Background: an optimization exercise with open tools, aiming at small area, a short achievable clock period and few clock cycles per item. Do not read the settings as production practice. No functional check of the RTL was part of any run shown here. The flow treats the clock pin as an ideal source, which a real chip does not have. Power is estimated from default activity; no workload was simulated.

## flow/design.v (module list and top-level ports; edited modules follow where they fit)
// module fa_cell: 4 lines
// module mkMACBuff: 3875 lines
module mkMACBuff (
    input  CLK,
    input  RST_N,
    input  EN_mac,
    output RDY_mac,
    input  [15:0] mac_vectA_0,
    input  [15:0] mac_vectB_0,
    input  [15:0] mac_vectA_1,
    input  [15:0] mac_vectB_1,
    input  [15:0] mac_vectA_2,
    input  [15:0] mac_vectB_2,
    input  [15:0] mac_vectA_3,
    input  [15:0] mac_vectB_3,
    output EN_writeMem,
    output [5:0] writeMem_addr,
    output [33:0] writeMem_val,
    input  EN_blockRead,
    output RDY_blockRead,
    output EN_readMem,
    output [5:0] readMem_addr,
    input  [33:0] readMem_val,
    output VALID_memVal,
    output [33:0] memVal_data
);
  // ...
==> flow/flow/run.sh <==
#!/bin/bash
# The standard layout (the standard.sh, standard synthesis unchanged), with
# two changes:
#  - the port buffers that global placement inserts on every input and output
#    are buf_2 cells instead of the default choice;
#  - flow/t1_skew.tcl (run before clock tree synthesis) gives the first tree
#    register bank (t1_*) a later clock: useful skew between register banks
#    inside the datapath (no register that takes a port input or drives an
#    output port is moved).
# Each ORFS step writes its full log under orfs/logs/; make's own output goes
# to standard.log.
bash standard.sh BUFFER_PORTS_ARGS="-buffer_cell sky130_fd_sc_hd__buf_2" \
  PRE_CTS_TCL="$PWD/flow/t1_skew.tcl" finish > standard.log 2>&1
==> flow/flow/t1_skew.tcl <==
# Hook run before clock tree synthesis (PRE_CTS_TCL): useful skew for the
# first tree register bank (t1_*). Its registers only talk to other
# registers: they capture from the input registers (through the partial
# products and the first tree levels, the longest register-to-register
# logic) and launch into the t2_* bank (a shorter stretch of the tree). The
# t1_* bank gets its clock through its own clock buffer, and after clock tree
# synthesis a chain of delay cells is put in front of that buffer, so the
# t1_* clock arrives later than every other register's. No register that
# takes a port input or drives an output port is moved.
set skew_block [ord::get_db_block]
set skew_db [ord::get_db]

set skew_buf [odb::dbInst_create $skew_block [$skew_db findMaster sky130_fd_sc_hd__clkbuf_16] skew_t1_clkbuf]
set skew_net [odb::dbNet_create $skew_block skew_t1_clk]
$skew_net setSigType CLOCK
[$skew_buf findITerm A] connect [$skew_block findNet CLK]
[$skew_buf findITerm X] connect $skew_net
set n 0
set sx 0
set sy 0
foreach inst [$skew_block getInsts] {
  if {[string match "t1_*" [$inst getName]] &&
      [string match "sky130_fd_sc_hd__df*" [[$inst getMaster] getName]]} {
    set it [$inst findITerm CLK]
    $it disconnect
    $it connect $skew_net
    set loc [$inst getLocation]
    incr sx [lindex $loc 0]
    incr sy [lindex $loc 1]
    incr n
  }
}
set skew_x [expr {$sx / $n}]
set skew_y [expr {$sy / $n}]
$skew_buf setLocation $skew_x $skew_y
$skew_buf setPlacementStatus PLACED
puts "t1_skew.tcl: moved $n t1_* registers to clock net skew_t1_clk"

# After clock tree synthesis, put the delay chain in front of skew_t1_clkbuf.
rename clock_tree_synthesis skew_orig_clock_tree_synthesis
proc clock_tree_synthesis {args} {
  skew_orig_clock_tree_synthesis {*}$args
  set block [ord::get_db_block]
  set db [ord::get_db]
  set buf [$block findInst skew_t1_clkbuf]
  set a [$buf findITerm A]
  set src [$a getNet]
  set loc [$buf getLocation]
  set cells {sky130_fd_sc_hd__clkdlybuf4s50_1}
  set i 0
  foreach cell $cells {
    set d [odb::dbInst_create $block [$db findMaster $cell] skew_t1_dly$i]
    set net [odb::dbNet_create $block skew_t1_dly${i}_net]
    $net setSigType CLOCK
    [$d findITerm A] connect $src
    [$d findITerm X] connect $net
    $d setLocation [lindex $loc 0] [lindex $loc 1]
    $d setPlacementStatus PLACED
    set src $net
    incr i
  }
  $a disconnect
  $a connect $src
  puts "t1_skew.tcl: $i delay cells ($cells) in front of skew_t1_clkbuf"
}
==> flow/standard.sh <==
#!/bin/bash
# synth_recipe.tcl (not shown) runs the flow's synth.tcl, then flattens the netlist and writes it again
# the make line also repeats each setting of config.mk as NAME=value (left out here)
make -C /OpenROAD-flow-scripts/flow DESIGN_CONFIG=/design/flow/config.mk WORK_HOME=/design/flow/orfs CLKGATE_MAP_FILE= SYNTH_SCRIPT=/design/flow/synth_recipe.tcl "${@:-finish}"
==> flow/config.mk <==
export PLATFORM = sky130hd
export DESIGN_NAME = mkMACBuff
export DESIGN_NICKNAME = mkMACBuff
export VERILOG_FILES = /design/flow/design.v
export SDC_FILE = /design/flow/constraint.sdc
export NUM_CORES = 4
export LEC_CHECK = 0
export CAP_MARGIN = 20
export CORE_MARGIN = 2
export CORE_UTILIZATION = 40
export CTS_CLUSTER_DIAMETER = 100
export CTS_CLUSTER_SIZE = 20
export SETUP_SLACK_MARGIN = 2.15
export SLEW_MARGIN = 20
export SYNTH_HIERARCHICAL = 1
export SYNTH_MINIMUM_KEEP_SIZE = 0
==> flow/constraint.sdc <==
create_clock -name core_clock -period 4.5 [get_ports {CLK}]
set_input_delay 0.9000 -clock core_clock [delete_from_list [all_inputs] [get_ports {CLK}]]
set_output_delay 0.9000 -clock core_clock [all_outputs]
set_load 0.01 [all_outputs]
==> impl_metrics.toml, run 1 <==
[run_status]
outcome = "complete, but fails checks"
check.faults = "negative hold slack"

[floorplanning]
io_pins = 251
tap_cells = 1276
initial_utilization_pct = 40.2
num_rows = 114
fp.dieH_um = 315

[power_and_ir_drop]
p_comb_share_pct = 50.9
power_frac_clock_pct = 15.4
maxPowerGroup = "combinational cells"
p_int_mw = 15.8
swShare_pct = 40.4
p_comb_mw = 13.5

[place]
gp_congestion = 0.927
placed_area_sq_um = 42000
dp.cells = 4484

[layout]
design_area_sq_um = 44500
antenna-diode-count = 0
nMultiInputCombCells = 2243

[detailed_routing]
wl_met1_um = 47500
drt_iter0_drc = 2047

[timing]
hold_violations = 1
rsz0062_at_grt = "yes"
fin_hold_ws_ns = -0.00211

[grt]
grt_pass1_vias = 26046
grt_use_met3_pct = 8.32

[clocking]
clk_latency_ns = 1.42

[synth]
ys_ff_latch = 591
yosysTopAreaCellShare_pct = 49.9
synthesis.area_sq_um = 38700
synth_adder_area_share_pct = 51.3

[worst_setup_path]
startpoint = "t3_c1916$_DFF_P_"
r2r-start = "t3_c1916$_DFF_P_"
cp_slowest_cell = "o311a_4"
path_delay_family = "compound AO/OA/AOI/OAI gates"
cp_data_arrival_time_ns = 3.13
path_buf_inv = 3
==> run 2, diff against run 1 <==
--- a/flow/design.v
+++ b/flow/design.v
@@ -1,12 +1,17 @@
 module fa_cell (input a, input b, input ci, output s, output co);
 assign s = a ^ b ^ ci;
 assign co = (a & b) | (a & ci) | (b & ci);
 endmodule
+module ks_nor (input a, input b, output y); assign y = ~(a | b); endmodule
+module ks_nand (input a, input b, output y); assign y = ~(a & b); endmodule
+module ks_xor (input a, input b, output y); assign y = a ^ b; endmodule
+module ks_aoi (input g, input p, input c, output y); assign y = ~(g | (p & c)); endmodule
+module ks_oai (input g, input p, input c, output y); assign y = ~(g & (p | c)); endmodule
 module mkMACBuff (
     input  CLK,
     input  RST_N,
     input  EN_mac,
     output RDY_mac,
     input  [15:0] mac_vectA_0,
     input  [15:0] mac_vectB_0,
     input  [15:0] mac_vectA_1,
@@ -3816,19 +3821,689 @@
 reg t3_c1878;
 always_ff @(posedge CLK) t3_c1878 <= c1878;
 reg t3_t2_s1815;
 always_ff @(posedge CLK) t3_t2_s1815 <= t2_s1815;
 reg t3_t2_c1816;
 always_ff @(posedge CLK) t3_t2_c1816 <= t2_c1816;
 reg t3_t2_t1_c1600;
 always_ff @(posedge CLK) t3_t2_t1_c1600 <= t2_t1_c1600;
-wire [33:0] row1 = {1'b0, ~t3_t2_c1816, ~t3_c1878, ~t3_c1876, ~t3_c1914, ~t3_c1912, ~t3_c1910, ~t3_c1950, ~t3_c1948, ~t3_c1946, ~t3_c1944, ~t3_c1942, ~t3_c1940, ~t3_c1938, ~t3_c1936, ~t3_c1934, ~t3_c1932, ~t3_c1930, ~t3_c1928, ~t3_c1926, ~t3_c1924, ~t3_c1922, ~t3_c1920, ~t3_c1918, ~t3_c1916, ~t3_s1915, ~t3_s1879, ~t3_s1817, ~t3_t2_s1729, ~t3_t2_s1601, ~t3_t2_t1_s1397, ~t3_t2_t1_c1106, ~t3_t2_t1_s1105, ~t3_t2_t1_s1};
-wire [33:0] row2 = {1'b0, ~t3_t2_t1_c1600, ~t3_t2_s1815, ~t3_s1877, ~t3_s1875, ~t3_s1913, ~t3_s1911, ~t3_s1909, ~t3_s1949, ~t3_s1947, ~t3_s1945, ~t3_s1943, ~t3_s1941, ~t3_s1939, ~t3_s1937, ~t3_s1935, ~t3_s1933, ~t3_s1931, ~t3_s1929, ~t3_s1927, ~t3_s1925, ~t3_s1923, ~t3_s1921, ~t3_s1919, ~t3_s1917, 1'b0, 1'b0, 1'b0, 1'b0, 1'b0, 1'b0, ~t3_t2_t1_s1107, 1'b0, ~t3_t2_t1_pp3_0_0};
-always_ff @(posedge CLK) res <= row1 + row2;
+wire ks_1;
+ks_nor uks_1 (.a(t3_t2_t1_s1), .b(t3_t2_t1_pp3_0_0), .y(ks_1));
+wire ks_2;
+ks_xor uks_2 (.a(t3_t2_t1_s1), .b(t3_t2_t1_pp3_0_0), .y(ks_2));
+wire ks_3;
+ks_nor uks_3 (.a(t3_t2_t1_c1106), .b(t3_t2_t1_s1107), .y(ks_3));
+wire ks_4;
+ks_xor uks_4 (.a(t3_t2_t1_c1106), .b(t3_t2_t1_s1107), .y(ks_4));
+wire ks_5;
+ks_nor uks_5 (.a(t3_c1916), .b(t3_s1917), .y(ks_5));
+wire ks_6;
+ks_xor uks_6 (.a(t3_c1916), .b(t3_s1917), .y(ks_6));
+wire ks_7;
+ks_nor uks_7 (.a(t3_c1918), .b(t3_s1919), .y(ks_7));
+wire ks_8;
+ks_xor uks_8 (.a(t3_c1918), .b(t3_s1919), .y(ks_8));
+wire ks_9;
+ks_nor uks_9 (.a(t3_c1920), .b(t3_s1921), .y(ks_9));
+wire ks_10;
+ks_xor uks_10 (.a(t3_c1920), .b(t3_s1921), .y(ks_10));
+wire ks_11;
+ks_nor uks_11 (.a(t3_c1922), .b(t3_s1923), .y(ks_11));
+wire ks_12;
+ks_xor uks_12 (.a(t3_c1922), .b(t3_s1923), .y(ks_12));
+wire ks_13;
+ks_nor uks_13 (.a(t3_c1924), .b(t3_s1925), .y(ks_13));
+wire ks_14;
+ks_xor uks_14 (.a(t3_c1924), .b(t3_s1925), .y(ks_14));
+wire ks_15;
+ks_nor uks_15 (.a(t3_c1926), .b(t3_s1927), .y(ks_15));
+wire ks_16;
+ks_xor uks_16 (.a(t3_c1926), .b(t3_s1927), .y(ks_16));
+wire ks_17;
+ks_nor uks_17 (.a(t3_c1928), .b(t3_s1929), .y(ks_17));
+wire ks_18;
+ks_xor uks_18 (.a(t3_c1928), .b(t3_s1929), .y(ks_18));
+wire ks_19;
+ks_nor uks_19 (.a(t3_c1930), .b(t3_s1931), .y(ks_19));
+wire ks_20;
+ks_xor uks_20 (.a(t3_c1930), .b(t3_s1931), .y(ks_20));
+wire ks_21;
+ks_nor uks_21 (.a(t3_c1932), .b(t3_s1933), .y(ks_21));
+wire ks_22;
+ks_xor uks_22 (.a(t3_c1932), .b(t3_s1933), .y(ks_22));
+wire ks_23;
+ks_nor uks_23 (.a(t3_c1934), .b(t3_s1935), .y(ks_23));
+wire ks_24;
+ks_xor uks_24 (.a(t3_c1934), .b(t3_s1935), .y(ks_24));
+wire ks_25;
+ks_nor uks_25 (.a(t3_c1936), .b(t3_s1937), .y(ks_25));
+wire ks_26;
+ks_xor uks_26 (.a(t3_c1936), .b(t3_s1937), .y(ks_26));
+wire ks_27;
+ks_nor uks_27 (.a(t3_c1938), .b(t3_s1939), .y(ks_27));
+wire ks_28;
+ks_xor uks_28 (.a(t3_c1938), .b(t3_s1939), .y(ks_28));
+wire ks_29;
+ks_nor uks_29 (.a(t3_c1940), .b(t3_s1941), .y(ks_29));
+wire ks_30;
+ks_xor uks_30 (.a(t3_c1940), .b(t3_s1941), .y(ks_30));
+wire ks_31;
+ks_nor uks_31 (.a(t3_c1942), .b(t3_s1943), .y(ks_31));
+wire ks_32;
+ks_xor uks_32 (.a(t3_c1942), .b(t3_s1943), .y(ks_32));
+wire ks_33;
+ks_nor uks_33 (.a(t3_c1944), .b(t3_s1945), .y(ks_33));
+wire ks_34;
+ks_xor uks_34 (.a(t3_c1944), .b(t3_s1945), .y(ks_34));
+wire ks_35;
+ks_nor uks_35 (.a(t3_c1946), .b(t3_s1947), .y(ks_35));
+wire ks_36;
+ks_xor uks_36 (.a(t3_c1946), .b(t3_s1947), .y(ks_36));
+wire ks_37;
+ks_nor uks_37 (.a(t3_c1948), .b(t3_s1949), .y(ks_37));
+wire ks_38;
+ks_xor uks_38 (.a(t3_c1948), .b(t3_s1949), .y(ks_38));
+wire ks_39;
+ks_nor uks_39 (.a(t3_c1950), .b(t3_s1909), .y(ks_39));
+wire ks_40;
+ks_xor uks_40 (.a(t3_c1950), .b(t3_s1909), .y(ks_40));
+wire ks_41;
+ks_nor uks_41 (.a(t3_c1910), .b(t3_s1911), .y(ks_41));
+wire ks_42;
+ks_xor uks_42 (.a(t3_c1910), .b(t3_s1911), .y(ks_42));
+wire ks_43;
+ks_nor uks_43 (.a(t3_c1912), .b(t3_s1913), .y(ks_43));
+wire ks_44;
+ks_xor uks_44 (.a(t3_c1912), .b(t3_s1913), .y(ks_44));
+wire ks_45;
+ks_nor uks_45 (.a(t3_c1914), .b(t3_s1875), .y(ks_45));
+wire ks_46;
+ks_xor uks_46 (.a(t3_c1914), .b(t3_s1875), .y(ks_46));
+wire ks_47;
+ks_nor uks_47 (.a(t3_c1876), .b(t3_s1877), .y(ks_47));
+wire ks_48;
+ks_xor uks_48 (.a(t3_c1876), .b(t3_s1877), .y(ks_48));
+wire ks_49;
+ks_nor uks_49 (.a(t3_c1878), .b(t3_t2_s1815), .y(ks_49));
+wire ks_50;
+ks_xor uks_50 (.a(t3_c1878), .b(t3_t2_s1815), .y(ks_50));
+wire ks_51;
+ks_nor uks_51 (.a(t3_t2_c1816), .b(t3_t2_t1_c1600), .y(ks_51));
+wire ks_52;
+ks_xor uks_52 (.a(t3_t2_c1816), .b(t3_t2_t1_c1600), .y(ks_52));
+wire ks_53;
+assign ks_53 = ~ks_1;
+wire ks_54;
+ks_nor uks_54 (.a(t3_t2_t1_s1105), .b(ks_53), .y(ks_54));
+wire ks_55;
+assign ks_55 = ~ks_2;
+wire ks_56;
+ks_nor uks_56 (.a(t3_t2_t1_s1105), .b(ks_55), .y(ks_56));
+wire ks_57;
+assign ks_57 = ~t3_t2_t1_s1105;
+wire ks_58;
+ks_nand uks_58 (.a(ks_4), .b(ks_57), .y(ks_58));
+wire ks_59;
+assign ks_59 = ~ks_3;
+wire ks_60;
+ks_nor uks_60 (.a(t3_t2_t1_s1397), .b(ks_59), .y(ks_60));
+wire ks_61;
+assign ks_61 = ~ks_4;
+wire ks_62;
+ks_nor uks_62 (.a(t3_t2_t1_s1397), .b(ks_61), .y(ks_62));
+wire ks_63;
+ks_nor uks_63 (.a(t3_t2_s1601), .b(t3_t2_t1_s1397), .y(ks_63));
+wire ks_64;
+ks_nor uks_64 (.a(t3_t2_s1729), .b(t3_t2_s1601), .y(ks_64));
+wire ks_65;
+ks_nor uks_65 (.a(t3_s1817), .b(t3_t2_s1729), .y(ks_65));
+wire ks_66;
+ks_nor uks_66 (.a(t3_s1879), .b(t3_s1817), .y(ks_66));
+wire ks_67;
+ks_nor uks_67 (.a(t3_s1915), .b(t3_s1879), .y(ks_67));
+wire ks_68;
+assign ks_68 = ~t3_s1915;
+wire ks_69;
+ks_nand uks_69 (.a(ks_6), .b(ks_68), .y(ks_69));
+wire ks_70;
+ks_aoi uks_70 (.g(ks_7), .p(ks_8), .c(ks_5), .y(ks_70));
+wire ks_71;
+ks_nand uks_71 (.a(ks_8), .b(ks_6), .y(ks_71));
+wire ks_72;
+ks_aoi uks_72 (.g(ks_9), .p(ks_10), .c(ks_7), .y(ks_72));
+wire ks_73;
+ks_nand uks_73 (.a(ks_10), .b(ks_8), .y(ks_73));
+wire ks_74;
+ks_aoi uks_74 (.g(ks_11), .p(ks_12), .c(ks_9), .y(ks_74));
+wire ks_75;
+ks_nand uks_75 (.a(ks_12), .b(ks_10), .y(ks_75));
+wire ks_76;
+ks_aoi uks_76 (.g(ks_13), .p(ks_14), .c(ks_11), .y(ks_76));
+wire ks_77;
+ks_nand uks_77 (.a(ks_14), .b(ks_12), .y(ks_77));
+wire ks_78;
+ks_aoi uks_78 (.g(ks_15), .p(ks_16), .c(ks_13), .y(ks_78));
+wire ks_79;
+ks_nand uks_79 (.a(ks_16), .b(ks_14), .y(ks_79));
+wire ks_80;
+ks_aoi uks_80 (.g(ks_17), .p(ks_18), .c(ks_15), .y(ks_80));
+wire ks_81;
+ks_nand uks_81 (.a(ks_18), .b(ks_16), .y(ks_81));
+wire ks_82;
+ks_aoi uks_82 (.g(ks_19), .p(ks_20), .c(ks_17), .y(ks_82));
+wire ks_83;
+ks_nand uks_83 (.a(ks_20), .b(ks_18), .y(ks_83));
+wire ks_84;
+ks_aoi uks_84 (.g(ks_21), .p(ks_22), .c(ks_19), .y(ks_84));
+wire ks_85;
+ks_nand uks_85 (.a(ks_22), .b(ks_20), .y(ks_85));
+wire ks_86;
+ks_aoi uks_86 (.g(ks_23), .p(ks_24), .c(ks_21), .y(ks_86));
+wire ks_87;
+ks_nand uks_87 (.a(ks_24), .b(ks_22), .y(ks_87));
+wire ks_88;
+ks_aoi uks_88 (.g(ks_25), .p(ks_26), .c(ks_23), .y(ks_88));
+wire ks_89;
+ks_nand uks_89 (.a(ks_26), .b(ks_24), .y(ks_89));
+wire ks_90;
+ks_aoi uks_90 (.g(ks_27), .p(ks_28), .c(ks_25), .y(ks_90));
+wire ks_91;
+ks_nand uks_91 (.a(ks_28), .b(ks_26), .y(ks_91));
+wire ks_92;
+ks_aoi uks_92 (.g(ks_29), .p(ks_30), .c(ks_27), .y(ks_92));
+wire ks_93;
+ks_nand uks_93 (.a(ks_30), .b(ks_28), .y(ks_93));
+wire ks_94;
+ks_aoi uks_94 (.g(ks_31), .p(ks_32), .c(ks_29), .y(ks_94));
+wire ks_95;
+ks_nand uks_95 (.a(ks_32), .b(ks_30), .y(ks_95));
+wire ks_96;
+ks_aoi uks_96 (.g(ks_33), .p(ks_34), .c(ks_31), .y(ks_96));
+wire ks_97;
+ks_nand uks_97 (.a(ks_34), .b(ks_32), .y(ks_97));
+wire ks_98;
+ks_aoi uks_98 (.g(ks_35), .p(ks_36), .c(ks_33), .y(ks_98));
+wire ks_99;
+ks_nand uks_99 (.a(ks_36), .b(ks_34), .y(ks_99));
+wire ks_100;
+ks_aoi uks_100 (.g(ks_37), .p(ks_38), .c(ks_35), .y(ks_100));
+wire ks_101;
+ks_nand uks_101 (.a(ks_38), .b(ks_36), .y(ks_101));
+wire ks_102;
+ks_aoi uks_102 (.g(ks_39), .p(ks_40), .c(ks_37), .y(ks_102));
+wire ks_103;
+ks_nand uks_103 (.a(ks_40), .b(ks_38), .y(ks_103));
+wire ks_104;
+ks_aoi uks_104 (.g(ks_41), .p(ks_42), .c(ks_39), .y(ks_104));
+wire ks_105;
+ks_nand uks_105 (.a(ks_42), .b(ks_40), .y(ks_105));
+wire ks_106;
+ks_aoi uks_106 (.g(ks_43), .p(ks_44), .c(ks_41), .y(ks_106));
+wire ks_107;
+ks_nand uks_107 (.a(ks_44), .b(ks_42), .y(ks_107));
+wire ks_108;
+ks_aoi uks_108 (.g(ks_45), .p(ks_46), .c(ks_43), .y(ks_108));
+wire ks_109;
+ks_nand uks_109 (.a(ks_46), .b(ks_44), .y(ks_109));
+wire ks_110;
+ks_aoi uks_110 (.g(ks_47), .p(ks_48), .c(ks_45), .y(ks_110));
+wire ks_111;
+ks_nand uks_111 (.a(ks_48), .b(ks_46), .y(ks_111));
+wire ks_112;
+ks_aoi uks_112 (.g(ks_49), .p(ks_50), .c(ks_47), .y(ks_112));
+wire ks_113;
+ks_nand uks_113 (.a(ks_50), .b(ks_48), .y(ks_113));
+wire ks_114;
+ks_aoi uks_114 (.g(ks_51), .p(ks_52), .c(ks_49), .y(ks_114));
+wire ks_115;
+ks_nand uks_115 (.a(ks_52), .b(ks_50), .y(ks_115));
+wire ks_116;
+assign ks_116 = ~ks_58;
+wire ks_117;
+ks_aoi uks_117 (.g(ks_3), .p(ks_116), .c(ks_1), .y(ks_117));
+wire ks_118;
+assign ks_118 = ~ks_2;
+wire ks_119;
+ks_nor uks_119 (.a(ks_58), .b(ks_118), .y(ks_119));
+wire ks_120;
+ks_aoi uks_120 (.g(ks_60), .p(ks_62), .c(ks_54), .y(ks_120));
+wire ks_121;
+ks_nand uks_121 (.a(ks_62), .b(ks_56), .y(ks_121));
+wire ks_122;
+ks_nand uks_122 (.a(ks_63), .b(ks_3), .y(ks_122));
+wire ks_123;
+assign ks_123 = ~ks_58;
+wire ks_124;
+ks_nand uks_124 (.a(ks_63), .b(ks_123), .y(ks_124));
+wire ks_125;
+ks_nand uks_125 (.a(ks_64), .b(ks_60), .y(ks_125));
+wire ks_126;
+ks_nand uks_126 (.a(ks_64), .b(ks_62), .y(ks_126));
+wire ks_127;
+ks_nand uks_127 (.a(ks_65), .b(ks_63), .y(ks_127));
+wire ks_128;
+ks_nand uks_128 (.a(ks_66), .b(ks_64), .y(ks_128));
+wire ks_129;
+ks_nand uks_129 (.a(ks_67), .b(ks_65), .y(ks_129));
+wire ks_130;
+assign ks_130 = ~ks_66;
+wire ks_131;
+ks_nor uks_131 (.a(ks_69), .b(ks_130), .y(ks_131));
+wire ks_132;
+assign ks_132 = ~ks_67;
+wire ks_133;
+ks_nor uks_133 (.a(ks_71), .b(ks_132), .y(ks_133));
+wire ks_134;
+assign ks_134 = ~ks_5;
+wire ks_135;
+ks_oai uks_135 (.g(ks_72), .p(ks_73), .c(ks_134), .y(ks_135));
+wire ks_136;
+ks_nor uks_136 (.a(ks_73), .b(ks_69), .y(ks_136));
+wire ks_137;
+ks_oai uks_137 (.g(ks_74), .p(ks_75), .c(ks_70), .y(ks_137));
+wire ks_138;
+ks_nor uks_138 (.a(ks_75), .b(ks_71), .y(ks_138));
+wire ks_139;
+ks_oai uks_139 (.g(ks_76), .p(ks_77), .c(ks_72), .y(ks_139));
+wire ks_140;
+ks_nor uks_140 (.a(ks_77), .b(ks_73), .y(ks_140));
+wire ks_141;
+ks_oai uks_141 (.g(ks_78), .p(ks_79), .c(ks_74), .y(ks_141));
+wire ks_142;
+ks_nor uks_142 (.a(ks_79), .b(ks_75), .y(ks_142));
+wire ks_143;
+ks_oai uks_143 (.g(ks_80), .p(ks_81), .c(ks_76), .y(ks_143));
+wire ks_144;
+ks_nor uks_144 (.a(ks_81), .b(ks_77), .y(ks_144));
+wire ks_145;
+ks_oai uks_145 (.g(ks_82), .p(ks_83), .c(ks_78), .y(ks_145));
+wire ks_146;
+ks_nor uks_146 (.a(ks_83), .b(ks_79), .y(ks_146));
+wire ks_147;
+ks_oai uks_147 (.g(ks_84), .p(ks_85), .c(ks_80), .y(ks_147));
+wire ks_148;
+ks_nor uks_148 (.a(ks_85), .b(ks_81), .y(ks_148));
+wire ks_149;
+ks_oai uks_149 (.g(ks_86), .p(ks_87), .c(ks_82), .y(ks_149));
+wire ks_150;
+ks_nor uks_150 (.a(ks_87), .b(ks_83), .y(ks_150));
+wire ks_151;
+ks_oai uks_151 (.g(ks_88), .p(ks_89), .c(ks_84), .y(ks_151));
+wire ks_152;
+ks_nor uks_152 (.a(ks_89), .b(ks_85), .y(ks_152));
+wire ks_153;
+ks_oai uks_153 (.g(ks_90), .p(ks_91), .c(ks_86), .y(ks_153));
+wire ks_154;
+ks_nor uks_154 (.a(ks_91), .b(ks_87), .y(ks_154));
+wire ks_155;
+ks_oai uks_155 (.g(ks_92), .p(ks_93), .c(ks_88), .y(ks_155));
+wire ks_156;
+ks_nor uks_156 (.a(ks_93), .b(ks_89), .y(ks_156));
+wire ks_157;
+ks_oai uks_157 (.g(ks_94), .p(ks_95), .c(ks_90), .y(ks_157));
+wire ks_158;
+ks_nor uks_158 (.a(ks_95), .b(ks_91), .y(ks_158));
+wire ks_159;
+ks_oai uks_159 (.g(ks_96), .p(ks_97), .c(ks_92), .y(ks_159));
+wire ks_160;
+ks_nor uks_160 (.a(ks_97), .b(ks_93), .y(ks_160));
+wire ks_161;
+ks_oai uks_161 (.g(ks_98), .p(ks_99), .c(ks_94), .y(ks_161));
+wire ks_162;
+ks_nor uks_162 (.a(ks_99), .b(ks_95), .y(ks_162));
+wire ks_163;
+ks_oai uks_163 (.g(ks_100), .p(ks_101), .c(ks_96), .y(ks_163));
+wire ks_164;
+ks_nor uks_164 (.a(ks_101), .b(ks_97), .y(ks_164));
+wire ks_165;
+ks_oai uks_165 (.g(ks_102), .p(ks_103), .c(ks_98), .y(ks_165));
+wire ks_166;
+ks_nor uks_166 (.a(ks_103), .b(ks_99), .y(ks_166));
+wire ks_167;
+ks_oai uks_167 (.g(ks_104), .p(ks_105), .c(ks_100), .y(ks_167));
+wire ks_168;
+ks_nor uks_168 (.a(ks_105), .b(ks_101), .y(ks_168));
+wire ks_169;
+ks_oai uks_169 (.g(ks_106), .p(ks_107), .c(ks_102), .y(ks_169));
+wire ks_170;
+ks_nor uks_170 (.a(ks_107), .b(ks_103), .y(ks_170));
+wire ks_171;
+ks_oai uks_171 (.g(ks_108), .p(ks_109), .c(ks_104), .y(ks_171));
+wire ks_172;
+ks_nor uks_172 (.a(ks_109), .b(ks_105), .y(ks_172));
+wire ks_173;
+ks_oai uks_173 (.g(ks_110), .p(ks_111), .c(ks_106), .y(ks_173));
+wire ks_174;
+ks_nor uks_174 (.a(ks_111), .b(ks_107), .y(ks_174));
+wire ks_175;
+ks_oai uks_175 (.g(ks_112), .p(ks_113), .c(ks_108), .y(ks_175));
+wire ks_176;
+ks_nor uks_176 (.a(ks_113), .b(ks_109), .y(ks_176));
+wire ks_177;
+ks_oai uks_177 (.g(ks_114), .p(ks_115), .c(ks_110), .y(ks_177));
+wire ks_178;
+ks_nor uks_178 (.a(ks_115), .b(ks_111), .y(ks_178));
+wire ks_179;
+assign ks_179 = ~ks_1;
+wire ks_180;
+ks_oai uks_180 (.g(ks_122), .p(ks_124), .c(ks_179), .y(ks_180));
+wire ks_181;
+assign ks_181 = ~ks_2;
+wire ks_182;
+ks_nor uks_182 (.a(ks_124), .b(ks_181), .y(ks_182));
+wire ks_183;
+assign ks_183 = ~ks_54;
+wire ks_184;
+ks_oai uks_184 (.g(ks_125), .p(ks_126), .c(ks_183), .y(ks_184));
+wire ks_185;
+assign ks_185 = ~ks_56;
+wire ks_186;
+ks_nor uks_186 (.a(ks_126), .b(ks_185), .y(ks_186));
+wire ks_187;
+ks_nor uks_187 (.a(ks_127), .b(ks_117), .y(ks_187));
+wire ks_188;
+assign ks_188 = ~ks_119;
+wire ks_189;
+ks_nor uks_189 (.a(ks_127), .b(ks_188), .y(ks_189));
+wire ks_190;
+ks_nor uks_190 (.a(ks_128), .b(ks_120), .y(ks_190));
+wire ks_191;
+ks_nor uks_191 (.a(ks_128), .b(ks_121), .y(ks_191));
+wire ks_192;
+ks_nor uks_192 (.a(ks_129), .b(ks_122), .y(ks_192));
+wire ks_193;
+ks_nor uks_193 (.a(ks_129), .b(ks_124), .y(ks_193));
+wire ks_194;
+assign ks_194 = ~ks_125;
+wire ks_195;
+ks_aoi uks_195 (.g(ks_5), .p(ks_131), .c(ks_194), .y(ks_195));
+wire ks_196;
+assign ks_196 = ~ks_126;
+wire ks_197;
+ks_nand uks_197 (.a(ks_131), .b(ks_196), .y(ks_197));
+wire ks_198;
+assign ks_198 = ~ks_127;
+wire ks_199;
+ks_nand uks_199 (.a(ks_133), .b(ks_198), .y(ks_199));
+wire ks_200;
+assign ks_200 = ~ks_128;
+wire ks_201;
+ks_nand uks_201 (.a(ks_136), .b(ks_200), .y(ks_201));
+wire ks_202;
+assign ks_202 = ~ks_129;
+wire ks_203;
+ks_nand uks_203 (.a(ks_138), .b(ks_202), .y(ks_203));
+wire ks_204;
+ks_aoi uks_204 (.g(ks_139), .p(ks_140), .c(ks_5), .y(ks_204));
+wire ks_205;
+ks_nand uks_205 (.a(ks_140), .b(ks_131), .y(ks_205));
+wire ks_206;
+assign ks_206 = ~ks_70;
+wire ks_207;
+ks_aoi uks_207 (.g(ks_141), .p(ks_142), .c(ks_206), .y(ks_207));
+wire ks_208;
+ks_nand uks_208 (.a(ks_142), .b(ks_133), .y(ks_208));
+wire ks_209;
+ks_aoi uks_209 (.g(ks_143), .p(ks_144), .c(ks_135), .y(ks_209));
+wire ks_210;
+ks_nand uks_210 (.a(ks_144), .b(ks_136), .y(ks_210));
+wire ks_211;
+ks_aoi uks_211 (.g(ks_145), .p(ks_146), .c(ks_137), .y(ks_211));
+wire ks_212;
+ks_nand uks_212 (.a(ks_146), .b(ks_138), .y(ks_212));
+wire ks_213;
+ks_aoi uks_213 (.g(ks_147), .p(ks_148), .c(ks_139), .y(ks_213));
+wire ks_214;
+ks_nand uks_214 (.a(ks_148), .b(ks_140), .y(ks_214));
+wire ks_215;
+ks_aoi uks_215 (.g(ks_149), .p(ks_150), .c(ks_141), .y(ks_215));
+wire ks_216;
+ks_nand uks_216 (.a(ks_150), .b(ks_142), .y(ks_216));
+wire ks_217;
+ks_aoi uks_217 (.g(ks_151), .p(ks_152), .c(ks_143), .y(ks_217));
+wire ks_218;
+ks_nand uks_218 (.a(ks_152), .b(ks_144), .y(ks_218));
+wire ks_219;
+ks_aoi uks_219 (.g(ks_153), .p(ks_154), .c(ks_145), .y(ks_219));
+wire ks_220;
+ks_nand uks_220 (.a(ks_154), .b(ks_146), .y(ks_220));
+wire ks_221;
+ks_aoi uks_221 (.g(ks_155), .p(ks_156), .c(ks_147), .y(ks_221));
+wire ks_222;
+ks_nand uks_222 (.a(ks_156), .b(ks_148), .y(ks_222));
+wire ks_223;
+ks_aoi uks_223 (.g(ks_157), .p(ks_158), .c(ks_149), .y(ks_223));
+wire ks_224;
+ks_nand uks_224 (.a(ks_158), .b(ks_150), .y(ks_224));
+wire ks_225;
+ks_aoi uks_225 (.g(ks_159), .p(ks_160), .c(ks_151), .y(ks_225));
+wire ks_226;
+ks_nand uks_226 (.a(ks_160), .b(ks_152), .y(ks_226));
+wire ks_227;
+ks_aoi uks_227 (.g(ks_161), .p(ks_162), .c(ks_153), .y(ks_227));
+wire ks_228;
+ks_nand uks_228 (.a(ks_162), .b(ks_154), .y(ks_228));
+wire ks_229;
+ks_aoi uks_229 (.g(ks_163), .p(ks_164), .c(ks_155), .y(ks_229));
+wire ks_230;
+ks_nand uks_230 (.a(ks_164), .b(ks_156), .y(ks_230));
+wire ks_231;
+ks_aoi uks_231 (.g(ks_165), .p(ks_166), .c(ks_157), .y(ks_231));
+wire ks_232;
+ks_nand uks_232 (.a(ks_166), .b(ks_158), .y(ks_232));
+wire ks_233;
+ks_aoi uks_233 (.g(ks_167), .p(ks_168), .c(ks_159), .y(ks_233));
+wire ks_234;
+ks_nand uks_234 (.a(ks_168), .b(ks_160), .y(ks_234));
+wire ks_235;
+ks_aoi uks_235 (.g(ks_169), .p(ks_170), .c(ks_161), .y(ks_235));
+wire ks_236;
+ks_nand uks_236 (.a(ks_170), .b(ks_162), .y(ks_236));
+wire ks_237;
+ks_aoi uks_237 (.g(ks_171), .p(ks_172), .c(ks_163), .y(ks_237));
+wire ks_238;
+ks_nand uks_238 (.a(ks_172), .b(ks_164), .y(ks_238));
+wire ks_239;
+ks_aoi uks_239 (.g(ks_173), .p(ks_174), .c(ks_165), .y(ks_239));
+wire ks_240;
+ks_nand uks_240 (.a(ks_174), .b(ks_166), .y(ks_240));
+wire ks_241;
+ks_aoi uks_241 (.g(ks_175), .p(ks_176), .c(ks_167), .y(ks_241));
+wire ks_242;
+ks_nand uks_242 (.a(ks_176), .b(ks_168), .y(ks_242));
+wire ks_243;
+ks_aoi uks_243 (.g(ks_177), .p(ks_178), .c(ks_169), .y(ks_243));
+wire ks_244;
+ks_nand uks_244 (.a(ks_178), .b(ks_170), .y(ks_244));
+wire ks_245;
+ks_aoi uks_245 (.g(ks_192), .p(ks_193), .c(ks_1), .y(ks_245));
+wire ks_246;
+ks_nand uks_246 (.a(ks_193), .b(ks_2), .y(ks_246));
+wire ks_247;
+assign ks_247 = ~ks_54;
+wire ks_248;
+ks_oai uks_248 (.g(ks_195), .p(ks_197), .c(ks_247), .y(ks_248));
+wire ks_249;
+assign ks_249 = ~ks_56;
+wire ks_250;
+ks_nor uks_250 (.a(ks_197), .b(ks_249), .y(ks_250));
+wire ks_251;
+ks_oai uks_251 (.g(ks_70), .p(ks_199), .c(ks_117), .y(ks_251));
+wire ks_252;
+assign ks_252 = ~ks_119;
+wire ks_253;
+ks_nor uks_253 (.a(ks_199), .b(ks_252), .y(ks_253));
+wire ks_254;
+assign ks_254 = ~ks_201;
+wire ks_255;
+assign ks_255 = ~ks_120;
+wire ks_256;
+ks_aoi uks_256 (.g(ks_135), .p(ks_254), .c(ks_255), .y(ks_256));
+wire ks_257;
+ks_nor uks_257 (.a(ks_201), .b(ks_121), .y(ks_257));
+wire ks_258;
+assign ks_258 = ~ks_203;
+wire ks_259;
+ks_aoi uks_259 (.g(ks_137), .p(ks_258), .c(ks_180), .y(ks_259));
+wire ks_260;
+assign ks_260 = ~ks_182;
+wire ks_261;
+ks_nor uks_261 (.a(ks_203), .b(ks_260), .y(ks_261));
+wire ks_262;
+assign ks_262 = ~ks_184;
+wire ks_263;
+ks_oai uks_263 (.g(ks_204), .p(ks_205), .c(ks_262), .y(ks_263));
+wire ks_264;
+assign ks_264 = ~ks_186;
+wire ks_265;
+ks_nor uks_265 (.a(ks_205), .b(ks_264), .y(ks_265));
+wire ks_266;
+assign ks_266 = ~ks_187;
+wire ks_267;
+ks_oai uks_267 (.g(ks_207), .p(ks_208), .c(ks_266), .y(ks_267));
+wire ks_268;
+assign ks_268 = ~ks_189;
+wire ks_269;
+ks_nor uks_269 (.a(ks_208), .b(ks_268), .y(ks_269));
+wire ks_270;
+assign ks_270 = ~ks_190;
+wire ks_271;
+ks_oai uks_271 (.g(ks_209), .p(ks_210), .c(ks_270), .y(ks_271));
+wire ks_272;
+assign ks_272 = ~ks_191;
+wire ks_273;
+ks_nor uks_273 (.a(ks_210), .b(ks_272), .y(ks_273));
+wire ks_274;
+assign ks_274 = ~ks_192;
+wire ks_275;
+ks_oai uks_275 (.g(ks_211), .p(ks_212), .c(ks_274), .y(ks_275));
+wire ks_276;
+assign ks_276 = ~ks_193;
+wire ks_277;
+ks_nor uks_277 (.a(ks_212), .b(ks_276), .y(ks_277));
+wire ks_278;
+ks_oai uks_278 (.g(ks_213), .p(ks_214), .c(ks_195), .y(ks_278));
+wire ks_279;
+ks_nor uks_279 (.a(ks_214), .b(ks_197), .y(ks_279));
+wire ks_280;
+ks_oai uks_280 (.g(ks_215), .p(ks_216), .c(ks_70), .y(ks_280));
+wire ks_281;
+ks_nor uks_281 (.a(ks_216), .b(ks_199), .y(ks_281));
+wire ks_282;
+assign ks_282 = ~ks_135;
+wire ks_283;
+ks_oai uks_283 (.g(ks_217), .p(ks_218), .c(ks_282), .y(ks_283));
+wire ks_284;
+ks_nor uks_284 (.a(ks_218), .b(ks_201), .y(ks_284));
+wire ks_285;
+assign ks_285 = ~ks_137;
+wire ks_286;
+ks_oai uks_286 (.g(ks_219), .p(ks_220), .c(ks_285), .y(ks_286));
+wire ks_287;
+ks_nor uks_287 (.a(ks_220), .b(ks_203), .y(ks_287));
+wire ks_288;
+ks_oai uks_288 (.g(ks_221), .p(ks_222), .c(ks_204), .y(ks_288));
+wire ks_289;
+ks_nor uks_289 (.a(ks_222), .b(ks_205), .y(ks_289));
+wire ks_290;
+ks_oai uks_290 (.g(ks_223), .p(ks_224), .c(ks_207), .y(ks_290));
+wire ks_291;
+ks_nor uks_291 (.a(ks_224), .b(ks_208), .y(ks_291));
+wire ks_292;
+ks_oai uks_292 (.g(ks_225), .p(ks_226), .c(ks_209), .y(ks_292));
+wire ks_293;
+ks_nor uks_293 (.a(ks_226), .b(ks_210), .y(ks_293));
+wire ks_294;
+ks_oai uks_294 (.g(ks_227), .p(ks_228), .c(ks_211), .y(ks_294));
+wire ks_295;
+ks_nor uks_295 (.a(ks_228), .b(ks_212), .y(ks_295));
+wire ks_296;
+ks_oai uks_296 (.g(ks_229), .p(ks_230), .c(ks_213), .y(ks_296));
+wire ks_297;
+ks_nor uks_297 (.a(ks_230), .b(ks_214), .y(ks_297));
+wire ks_298;
+ks_oai uks_298 (.g(ks_231), .p(ks_232), .c(ks_215), .y(ks_298));
+wire ks_299;
+ks_nor uks_299 (.a(ks_232), .b(ks_216), .y(ks_299));
+wire ks_300;
+ks_oai uks_300 (.g(ks_233), .p(ks_234), .c(ks_217), .y(ks_300));
+wire ks_301;
+ks_nor uks_301 (.a(ks_234), .b(ks_218), .y(ks_301));
+wire ks_302;
+ks_oai uks_302 (.g(ks_235), .p(ks_236), .c(ks_219), .y(ks_302));
+wire ks_303;
+ks_nor uks_303 (.a(ks_236), .b(ks_220), .y(ks_303));
+wire ks_304;
+ks_oai uks_304 (.g(ks_237), .p(ks_238), .c(ks_221), .y(ks_304));
+wire ks_305;
+ks_nor uks_305 (.a(ks_238), .b(ks_222), .y(ks_305));
+wire ks_306;
+ks_oai uks_306 (.g(ks_239), .p(ks_240), .c(ks_223), .y(ks_306));
+wire ks_307;
+ks_nor uks_307 (.a(ks_240), .b(ks_224), .y(ks_307));
+wire ks_308;
+ks_oai uks_308 (.g(ks_241), .p(ks_242), .c(ks_225), .y(ks_308));
+wire ks_309;
+ks_nor uks_309 (.a(ks_242), .b(ks_226), .y(ks_309));
+wire ks_310;
+ks_oai uks_310 (.g(ks_243), .p(ks_244), .c(ks_227), .y(ks_310));
+wire ks_311;
+ks_nor uks_311 (.a(ks_244), .b(ks_228), .y(ks_311));
+wire ks_312;
+ks_aoi uks_312 (.g(ks_275), .p(ks_277), .c(ks_1), .y(ks_312));
+wire ks_313;
+ks_aoi uks_313 (.g(ks_278), .p(ks_279), .c(ks_54), .y(ks_313));
+wire ks_314;
+assign ks_314 = ~ks_117;
+wire ks_315;
+ks_aoi uks_315 (.g(ks_280), .p(ks_281), .c(ks_314), .y(ks_315));
+wire ks_316;
+assign ks_316 = ~ks_120;
+wire ks_317;
+ks_aoi uks_317 (.g(ks_283), .p(ks_284), .c(ks_316), .y(ks_317));
+wire ks_318;
+ks_aoi uks_318 (.g(ks_286), .p(ks_287), .c(ks_180), .y(ks_318));
+wire ks_319;
+ks_aoi uks_319 (.g(ks_288), .p(ks_289), .c(ks_184), .y(ks_319));
+wire ks_320;
+ks_aoi uks_320 (.g(ks_290), .p(ks_291), .c(ks_187), .y(ks_320));
+wire ks_321;
+ks_aoi uks_321 (.g(ks_292), .p(ks_293), .c(ks_190), .y(ks_321));
+wire ks_322;
+assign ks_322 = ~ks_245;
+wire ks_323;
+ks_aoi uks_323 (.g(ks_294), .p(ks_295), .c(ks_322), .y(ks_323));
+wire ks_324;
+ks_aoi uks_324 (.g(ks_296), .p(ks_297), .c(ks_248), .y(ks_324));
+wire ks_325;
+ks_aoi uks_325 (.g(ks_298), .p(ks_299), .c(ks_251), .y(ks_325));
+wire ks_326;
+assign ks_326 = ~ks_256;
+wire ks_327;
+ks_aoi uks_327 (.g(ks_300), .p(ks_301), .c(ks_326), .y(ks_327));
+wire ks_328;
+assign ks_328 = ~ks_259;
+wire ks_329;
+ks_aoi uks_329 (.g(ks_302), .p(ks_303), .c(ks_328), .y(ks_329));
+wire ks_330;
+ks_aoi uks_330 (.g(ks_304), .p(ks_305), .c(ks_263), .y(ks_330));
+wire ks_331;
+ks_aoi uks_331 (.g(ks_306), .p(ks_307), .c(ks_267), .y(ks_331));
+wire ks_332;
+ks_aoi uks_332 (.g(ks_308), .p(ks_309), .c(ks_271), .y(ks_332));
+wire ks_333;
+ks_aoi uks_333 (.g(ks_310), .p(ks_311), .c(ks_275), .y(ks_333));
+wire ks_334;
+ks_nand uks_334 (.a(ks_311), .b(ks_277), .y(ks_334));
+wire ks_335;
+assign ks_335 = ~ks_1;
+wire ks_336;
+ks_oai uks_336 (.g(ks_333), .p(ks_334), .c(ks_335), .y(ks_336));
+always_ff @(posedge CLK) res <= {ks_336, ~(ks_52 ^ ks_332), ~(ks_50 ^ ks_331), ~(ks_48 ^ ks_330), ~(ks_46 ^ ks_329), ~(ks_44 ^ ks_327), ~(ks_42 ^ ks_325), ~(ks_40 ^ ks_324), ~(ks_38 ^ ks_323), ~(ks_36 ^ ks_321), ~(ks_34 ^ ks_320), ~(ks_32 ^ ks_319), ~(ks_30 ^ ks_318), ~(ks_28 ^ ks_317), ~(ks_26 ^ ks_315), ~(ks_24 ^ ks_313), ~(ks_22 ^ ks_312), (ks_20 ^ ks_271), (ks_18 ^ ks_267), (ks_16 ^ ks_263), ~(ks_14 ^ ks_259), ~(ks_12 ^ ks_256), (ks_10 ^ ks_251), (ks_8 ^ ks_248), ~(ks_6 ^ ks_245), ~(t3_s1915 ^ ks_190), ~(t3_s1879 ^ ks_187), ~(t3_s1817 ^ ks_184), ~(t3_t2_s1729 ^ ks_180), (t3_t2_s1601 ^ ks_120), (t3_t2_t1_s1397 ^ ks_117), (ks_4 ^ ks_54), ~(t3_t2_t1_s1105 ^ ks_1), ks_2};
     logic [5:0] mac_cnt;
     logic       rdy;
     logic [5-1:0] vpipe;
     logic [5:0] wr_addr;
     logic       full;
     logic [5:0] rd_addr;
     logic       rd_valid;
     logic       ren;
--- a/flow/flow/t1_skew.tcl
+++ b/flow/flow/t1_skew.tcl
@@ -41,17 +41,17 @@
 proc clock_tree_synthesis {args} {
   skew_orig_clock_tree_synthesis {*}$args
   set block [ord::get_db_block]
   set db [ord::get_db]
   set buf [$block findInst skew_t1_clkbuf]
   set a [$buf findITerm A]
   set src [$a getNet]
   set loc [$buf getLocation]
-  set cells {sky130_fd_sc_hd__clkdlybuf4s50_1}
+  set cells {sky130_fd_sc_hd__dlygate4sd3_1}
   set i 0
   foreach cell $cells {
     set d [odb::dbInst_create $block [$db findMaster $cell] skew_t1_dly$i]
     set net [odb::dbNet_create $block skew_t1_dly${i}_net]
     $net setSigType CLOCK
     [$d findITerm A] connect $src
     [$d findITerm X] connect $net
     $d setLocation [lindex $loc 0] [lindex $loc 1]
--- a/flow/config.mk
+++ b/flow/config.mk
@@ -5,12 +5,13 @@
 export SDC_FILE = /design/flow/constraint.sdc
 export NUM_CORES = 4
 export LEC_CHECK = 0
 export CAP_MARGIN = 20
 export CORE_MARGIN = 2
 export CORE_UTILIZATION = 40
 export CTS_CLUSTER_DIAMETER = 100
 export CTS_CLUSTER_SIZE = 20
+export HOLD_SLACK_MARGIN = 0.05
 export SETUP_SLACK_MARGIN = 2.15
 export SLEW_MARGIN = 20
 export SYNTH_HIERARCHICAL = 1
 export SYNTH_MINIMUM_KEEP_SIZE = 0
==> run 2 against run 1 <==
  * Now clean on timing, DRC and antenna
  * Final area is 0.13% higher
  * Critical path depth is 9 lower
  * Area after synthesis is 0.87% higher
  * Global-route usage is 1.1 points higher
  * First-iteration DRC count is 4.4% higher
  * Worst hold slack better by 0.10 ns
  * Core utilization is 0.14 points lower
  * Total power is 1.6% higher
  * Clock power is 1% higher
  * Register-to-register slack better by 0.12 ns
  * Via count is 3.3% higher
  * Maximum frequency is 5.2% higher
  * Largest cell class unchanged
==> impl_metrics.toml, run 2 <==
[detailed_routing]
vias = 24425
wirelength_um = 121000
routed_via_density = 5.18
post_drt_wl_per_cell_um = 25.6
drcViolationCount = 0
antenna_left = 0
drt_iter0_drc = 2137
dr.pass1.iters = 7

[floorplanning]
dieWidth_um = 316
fp.dieH_um = 316
die_area_sq_um = 100000
initial_utilization_pct = 40.3
num_rows = 114
io_pins = 251
fp.coreArea_sq_um = 96700

[synth]
async_reset_ff_share_pct = 4.57
synth_top_family_by_area = "adder cells"
synthesis.area_sq_um = 39000
ys_ff_latch = 591
synth_compound_area_share_pct = 2.27
synth_cell_types = 33
synthXorXnorAreaFrac_pct = 1.57
synth.area.top_cells = "fa_1 (50%), dfxtp_1 (29%), nand2_1 (11%)"
yosysMostFrequentCell = "nand2_1"
ys_seq_area_share_pct = 30.7
yosys-top-cells-count = "nand2_1 (1093), fa_1 (965), dfxtp_1 (564), clkbuf_1 (257), nor2_1 (87)"
yosysTopAreaCellShare_pct = 49.5
synth_adder_area_share_pct = 50.0
yosysTopAreaCell = "fa_1"
synthMuxAreaShare_pct = 0.0834
synth_cells = 3326
yosysWarnings = 7
yosys.area_share.simple_pct = 11.6
synth_edf_count = 0
ys.flop_type = "dfxtp_1"
syn_nets = 4471
avgSynthCellArea_sq_um = 11.7

[worst_setup_path]
worstSetupPathType = "reg2reg"
cp_data_arrival_time_ns = 2.91
worst-path-max-fanout = 1
start_kind = "flop"
end_kind = "flop"
required_ns = 5.07

[grt]
use_met1_pct = 34.6
grt_max_degree = 28
antenna_found_initial = 2
busiest_layer = "met2"
overflow = 0
grt_pass1_vias = 27163
grt_use_met3_pct = 7.93
use_met2_pct = 37.1
grt_pass1_wl_um = 179000
track_usage_pct = 24.6

[place]
dpl.hpwl_um = 99100
gp_congestion = 0.939
dp_slack_ns = 1.08
placed_area_sq_um = 42600
io_buffers = 182

[layout]
final_cell_mix = "nand2_1 (974), fa_1 (621), dfxtp_1 (474)"
fill_cells = 8869
top_register = "res"
fin_nets = 4564
design_area_sq_um = 44600
area_growth_syn_to_layout_pct = 14.3
final_common_cell = "nand2_1"
largest_register_ffs = 34
antenna-diode-count = 0
drive_above_1_share_pct = 29.6

[clocking]
cts_tree = "yes"
clk_latency_ns = 1.48
clk_pin_slew_ns = 0.09

[power_and_ir_drop]
powerDensity_nw_per_um2 = 606
ir_drop_mv = 0.322
leakage_nw = 16.1

[run_status]
outcome = "no timing/DRC/antenna violations"

[timing]
period_share_pct = 52.1
max_slew_margin_pct = 54.6
postLayoutSetupSlackWorst_ns = 2.15
timing.final.crit_period_ns = 2.35
rsz0062_at_grt = "yes"
max_freq_ghz = 0.426
tightestPinTransition_ns = 0.680
setup_viol = 0
setup-tns-final_ns = 0
slew_viol_final = 0
hold_violations = 0
worst_clock_skew_ns = 0.771

[job]
max-cap-violations = 0

[min_path]
hold_class = "reg2reg"
run 2: layout make-up, without the clock buffers:
class                      instances  area (sq um)  share of cell area (%)
clock inverter                    14           174                   0.390
multi-input combinational       2371         26900                    60.4
sequential                       591         12200                    27.4
timing repair buffer             335          2180                    4.89
inverter                          73           274                   0.615
buffer                             2          35.0                  0.0786
tap                             1276          1600                    3.58
run 2: Yosys stat by module (local to each module, per instance):
module / times used / cells
fa_cell: 965 / 1
ks_aoi: 66 / 1
ks_nand: 57 / 1
ks_nor: 79 / 1
ks_oai: 47 / 1
ks_xor: 26 / 1
mkMACBuff: 1 / 2086
run 2: through the flow:
| step | instances | hold slack, ns | utilization, % | total power, mW |
|---|---|---|---|---|
| final | 4713 | 0.100 | 46.1 | 27.0 |
| after global routing | 4713 | 0.113 | 46.1 | 29.4 |
| after CTS | 4708 | 0.0660 | 45.9 | 27.2 |
| after detailed placement | 4625 | 0.312 | 44.1 | 23.0 |
| after global placement | 4625 | 0.311 | 44.1 | 22.7 |
| after floorplan | 3326 | 0.310 | - | 17.5 |
run 2: kinds of logic (layout without fill, tap and decap cells):
kind of cell | Yosys count | in the layout
simple gates | 1196 | 1196
fa+ha+maj | 979 | 979
flops | 591 | 591
buf+inv | 364 | 475
compound gates | 123 | 123
xor+xnor | 70 | 70
mux | 3 | 3
run 2: path summary, 6_finish.rpt:
kind	to	cells after the start	slack, ns	start
max	t2_s1813$_DFF_P_	2	2.15	t1_c1592$_DFF_P_
min	t1_s1551$_DFF_P_	3	0.10	b3_r[6]$_DFF_P_
min reg2reg	t1_s1551$_DFF_P_	3	0.10	b3_r[6]$_DFF_P_
max reg2reg	t2_s1813$_DFF_P_	2	2.15	t1_c1592$_DFF_P_
max in group asynchronous	rd_valid$_DFF_PN0_	1	3.92	RST_N
min in group asynchronous	rd_addr[1]$_DFFE_PN0P_	1	0.16	RST_N
run 2: power breakdown:
part | internal, mW | switching (mW)
logic | 6.04 | 7.74
clock network | 2.03 | 2.12
registers | 7.60 | 1.47
run 2: layer usage:
layer,vias to the layer above,routed length [um]
met5,-,11
li1,10019,-
met2,1389,52300
met4,2,3350
met3,227,14700
met1,12788,50500
run 2: worst max-delay path, stage by stage (launching register included):
cell and delay (ns):
dfxtp_1 0.34, fa_1 0.51, fa_1 0.59
run 2: repair_timing:
item,CTS,global route
hold endpoints to repair,10,2
endpoints found under the setup margin,194,35
gates resized for setup,116,59
hold buffers,12,1
buffers inserted,4,4
==> run 3, diff against run 2 <==
--- a/flow/config.mk
+++ b/flow/config.mk
@@ -12,5 +12,5 @@
 export CTS_CLUSTER_SIZE = 20
 export HOLD_SLACK_MARGIN = 0.05
-export SETUP_SLACK_MARGIN = 2.15
+export SETUP_SLACK_MARGIN = 2.05
 export SLEW_MARGIN = 20
 export SYNTH_HIERARCHICAL = 1
==> run 3 against run 2 <==
  * Die area is the same
  * Area after synthesis stayed put
  * Wire length down 0.42%
  * Largest power group unchanged
  * First-iteration DRC count shrank 0.33%
  * Via count shrank 0.29%
  * Final area shrank 0.79%
==> impl_metrics.toml, run 3 <==
[run_status]
outcome = "no timing/DRC/antenna violations"

[place]
dpl.hpwl_um = 99300
gp_congestion = 0.954
io_buffers = 182
dp.cells = 4618
placed_area_sq_um = 42500

[clocking]
clk_latency_ns = 1.46
clk_pin_slew_ns = 0.09
cts_tree = "yes"

[timing]
timing.final.crit_period_ns = 2.42
tightestPinTransition_ns = 0.627
worst_clock_skew_ns = 0.728
setup_viol = 0
rsz0062_at_grt = "yes"
max_slew_margin_pct = 58.1
hold_violations = 0
max_freq_ghz = 0.414
slew_viol_final = 0
period_share_pct = 53.7
setup-tns-final_ns = 0

[worst_setup_path]
rr_worst_depth = 6
path_cells = "buf_4 > nand2_1 > fa_1 > fa_1 > fa_1 > fa_2"
path_delay_family = "adder cells"
r2r-start = "b3_r[13]$_DFF_P_"
required_ns = 5.78
worst-path-max-fanout = 11
cp_slowest_cell = "fa_1"
cp_data_arrival_time_ns = 3.69
worstSetupPathType = "reg2reg"
r2r-end = "t1_s1471$_DFF_P_"
crit_top_cell = "fa_1"
reg2reg_setup_slack_ns = 2.08
end_kind = "flop"
path_buf_inv = 1
start_kind = "flop"
slowest_delay_ns = 0.62

[detailed_routing]
wl_met1_um = 50200
dr.pass1.iters = 5
wirelength_um = 120000
wl_met3_um = 14700
post_drt_wl_per_cell_um = 25.6
antenna_left = 0
vias = 24355
highest_layer = "met4"
drt_iter0_drc = 2130
drcViolationCount = 0
wl_met2_um = 52300
routed_via_density = 5.19

[synth]
synthesis.area_sq_um = 39000
ys_ff_latch = 591
yosys-top-cells-count = "nand2_1 (1093), fa_1 (965), dfxtp_1 (564), clkbuf_1 (257), nor2_1 (87)"
synth_cell_types = 33
yosysTopAreaCellShare_pct = 49.5
synth.area.top_cells = "fa_1 (50%), dfxtp_1 (29%), nand2_1 (11%)"
synth_edf_count = 0
ys.flop_type = "dfxtp_1"
yosysWarnings = 7
syn_nets = 4471
yosysTopAreaCell = "fa_1"
avgSynthCellArea_sq_um = 11.7
yosysMostFrequentCell = "nand2_1"
async_reset_ff_share_pct = 4.57
synth_cells = 3326
ys_seq_area_share_pct = 30.7

[layout]
top_register = "res"
final_cell_mix = "nand2_1 (981), fa_1 (640), dfxtp_1 (471)"
antenna-diode-count = 0
area_growth_syn_to_layout_pct = 13.4
drive_above_1_share_pct = 28.6
design_area_sq_um = 44200
largest_register_ffs = 34
final_common_cell = "nand2_1"
fill_cells = 8776
fin_nets = 4544
final_cells = 4694

[job]
max-cap-violations = 0

[power_and_ir_drop]
ir_drop_mv = 0.390
leakage_nw = 16.0
powerDensity_nw_per_um2 = 612

[floorplanning]
die_area_sq_um = 100000
io_pins = 251
num_rows = 114
fp.dieH_um = 316
dieWidth_um = 316
initial_utilization_pct = 40.3
fp.coreArea_sq_um = 96700

[min_path]
hold_class = "reg2reg"
min-delay-start = "b3_r[2]$_DFF_P_"
min_to = "t1_pp3_15_2$_DFF_P_"
holdPathStages = 2

[grt]
track_usage_pct = 24.6
overflow = 0
grt_pass1_wl_um = 179000
grt_pass1_vias = 27189
antenna_found_initial = 5
grt_max_degree = 28
-- run 3: changes by cell type in the layout (fill, tap and decap cells not counted), sizes merged --
cell | before | now
buf | 322 | 307
dlygate4sd3 | 14 | 8
clkinv | 4 | 8
bufinv | 1 | 2
clkbuf | 52 | 51
clkinvlp | 3 | 2
inv | 79 | 78
-- run 3: timing repair --
action / in CTS / in global routing
endpoints found under the hold margin: 5 / 2
hold buffers: 6 / 1
endpoints found under the setup margin: 184 / 32
gates resized for setup: 98 / 29
cloned: 0 / 0
buffers inserted: 0 / 0
-- run 3: area by class of cell, without the clock buffers --
| class | count | area [sq um] | area share [%] |
|---|---|---|---|
| Tap cell | 1276 | 1600 | 3.61 |
| Clock inverter | 17 | 240 | 0.543 |
| Timing Repair Buffer | 314 | 1950 | 4.41 |
| Inverter | 73 | 274 | 0.619 |
| Sequential cell | 591 | 12100 | 27.5 |
| Buffer | 2 | 35.0 | 0.0792 |
| Multi-Input combinational cell | 2371 | 26800 | 60.6 |
-- run 3: power breakdown --
group	total [mW]	internal [mW]	switching (mW)
registers	9.10	7.61	1.49
clock network	4.27	2.11	2.16
logic	13.7	6.01	7.70
total	27.1	15.7	11.3
-- run 3: worst reg2reg max path: stages, from the launching register on --
cell and delay [ns]:
dfxtp_2 0.51, buf_4 0.24, nand2_1 0.09, fa_1 0.48, fa_1 0.47, fa_1 0.62
fa_2 0.54
-- run 3: modules after synthesis, one instance, submodules excluded --
| module | cell area [sq um] | flops+latches | cells |
|---|---|---|---|
| mkMACBuff | 18100 | 591 | 2086 |
| fa_cell | 20.0 | 0 | 1 |
| ks_aoi | 8.76 | 0 | 1 |
| ks_xor | 8.76 | 0 | 1 |
| ks_oai | 5.00 | 0 | 1 |
| ks_nand | 3.75 | 0 | 1 |
| ks_nor | 3.75 | 0 | 1 |
-- run 3: cell families (layout without fill, tap and decap cells) --
family,after synthesis,after routing,synth area share (%)
AO/OA/AOI/OAI,123,123,2.27
XOR/XNOR,70,70,1.57
adder cells (fa/ha/maj),979,979,50.0
buffers and inverters,364,456,3.83
flip-flops,591,591,30.7
multiplexers,3,3,0.0834
AND/OR/NAND/NOR,1196,1196,11.6
-- run 3: per-stage QoR --
| step | util (%) | total power [mW] | setup slack [ns] | hold WS, ns |
|---|---|---|---|---|
| floorplan | - | 17.5 | 1.77 | 0.310 |
| global placement | 43.9 | 22.6 | 1.03 | 0.311 |
| detailed placement | 43.9 | 23.0 | 1.04 | 0.312 |
| CTS | 45.7 | 27.3 | 2.03 | 0.0661 |
| global route | 45.7 | 29.5 | 2.00 | 0.0590 |
| finish | 45.7 | 27.1 | 2.08 | 0.0256 |
-- run 3: worst max path at each step --
stage	start	to	slack (ns)	cells past startpoint
detailed placement	b1_r[14]$_DFF_P_	t1_s1497$_DFF_P_	1.04	6
global route	a2_r[3]$_DFF_P_	t1_s1471$_DFF_P_	2.00	6
global placement	b3_r[7]$_DFF_P_	t1_s1555$_DFF_P_	1.03	6
finish	b3_r[13]$_DFF_P_	t1_s1471$_DFF_P_	2.08	6
CTS	b1_r[14]$_DFF_P_	t1_s1497$_DFF_P_	2.03	6
floorplan	a3_r[9]$_DFF_P_	t1_s1497$_DFF_P_	1.77	7
-- run 3: layer usage --
metal	global-route usage (%)	vias up
li1	-	9992
met5	0	-
met2	37.2	1369
met4	6.22	0
met1	34.2	12758
met3	8.55	236

[separate check: timing with driven ports]
No port has a modelled driver above. Below, the same layouts with a new extraction and two added sets of constraints.
Step 1: set_driving_cell puts a clkbuf_16 on CLK and a buf_2 on each other input, an assumption about the parent block.
Step 2, shift: input delay + t, output delay - t, t = (earliest + latest rising clock arrival at the registers) / 2. This alone moves slack from input paths to output paths.
Three values: no drivers, after step 1, after step 2; two values: the first two.
run	t (ns)	setup slack, ns	hold slack, ns	latest minus earliest clock arrival (ns)	worst register clock-pin slew, ns	worst slew at a driven data input, ns
run 1	1.147	2.032 / 2.032 / 2.032	-0.002 / -0.002 / -0.002	0.697 / 0.696	0.11 / 0.11	0.09
run 2	1.175	2.154 / 2.137 / 2.154	0.100 / 0.098 / 0.100	0.771 / 0.771	0.10 / 0.10	0.07
run 3	1.169	2.084 / 2.063 / 2.084	0.026 / 0.026 / 0.026	0.727 / 0.727	0.10 / 0.10	0.08
Clock arrivals are far apart in every run listed, so t is only a midpoint there and step 2 fits no single register.
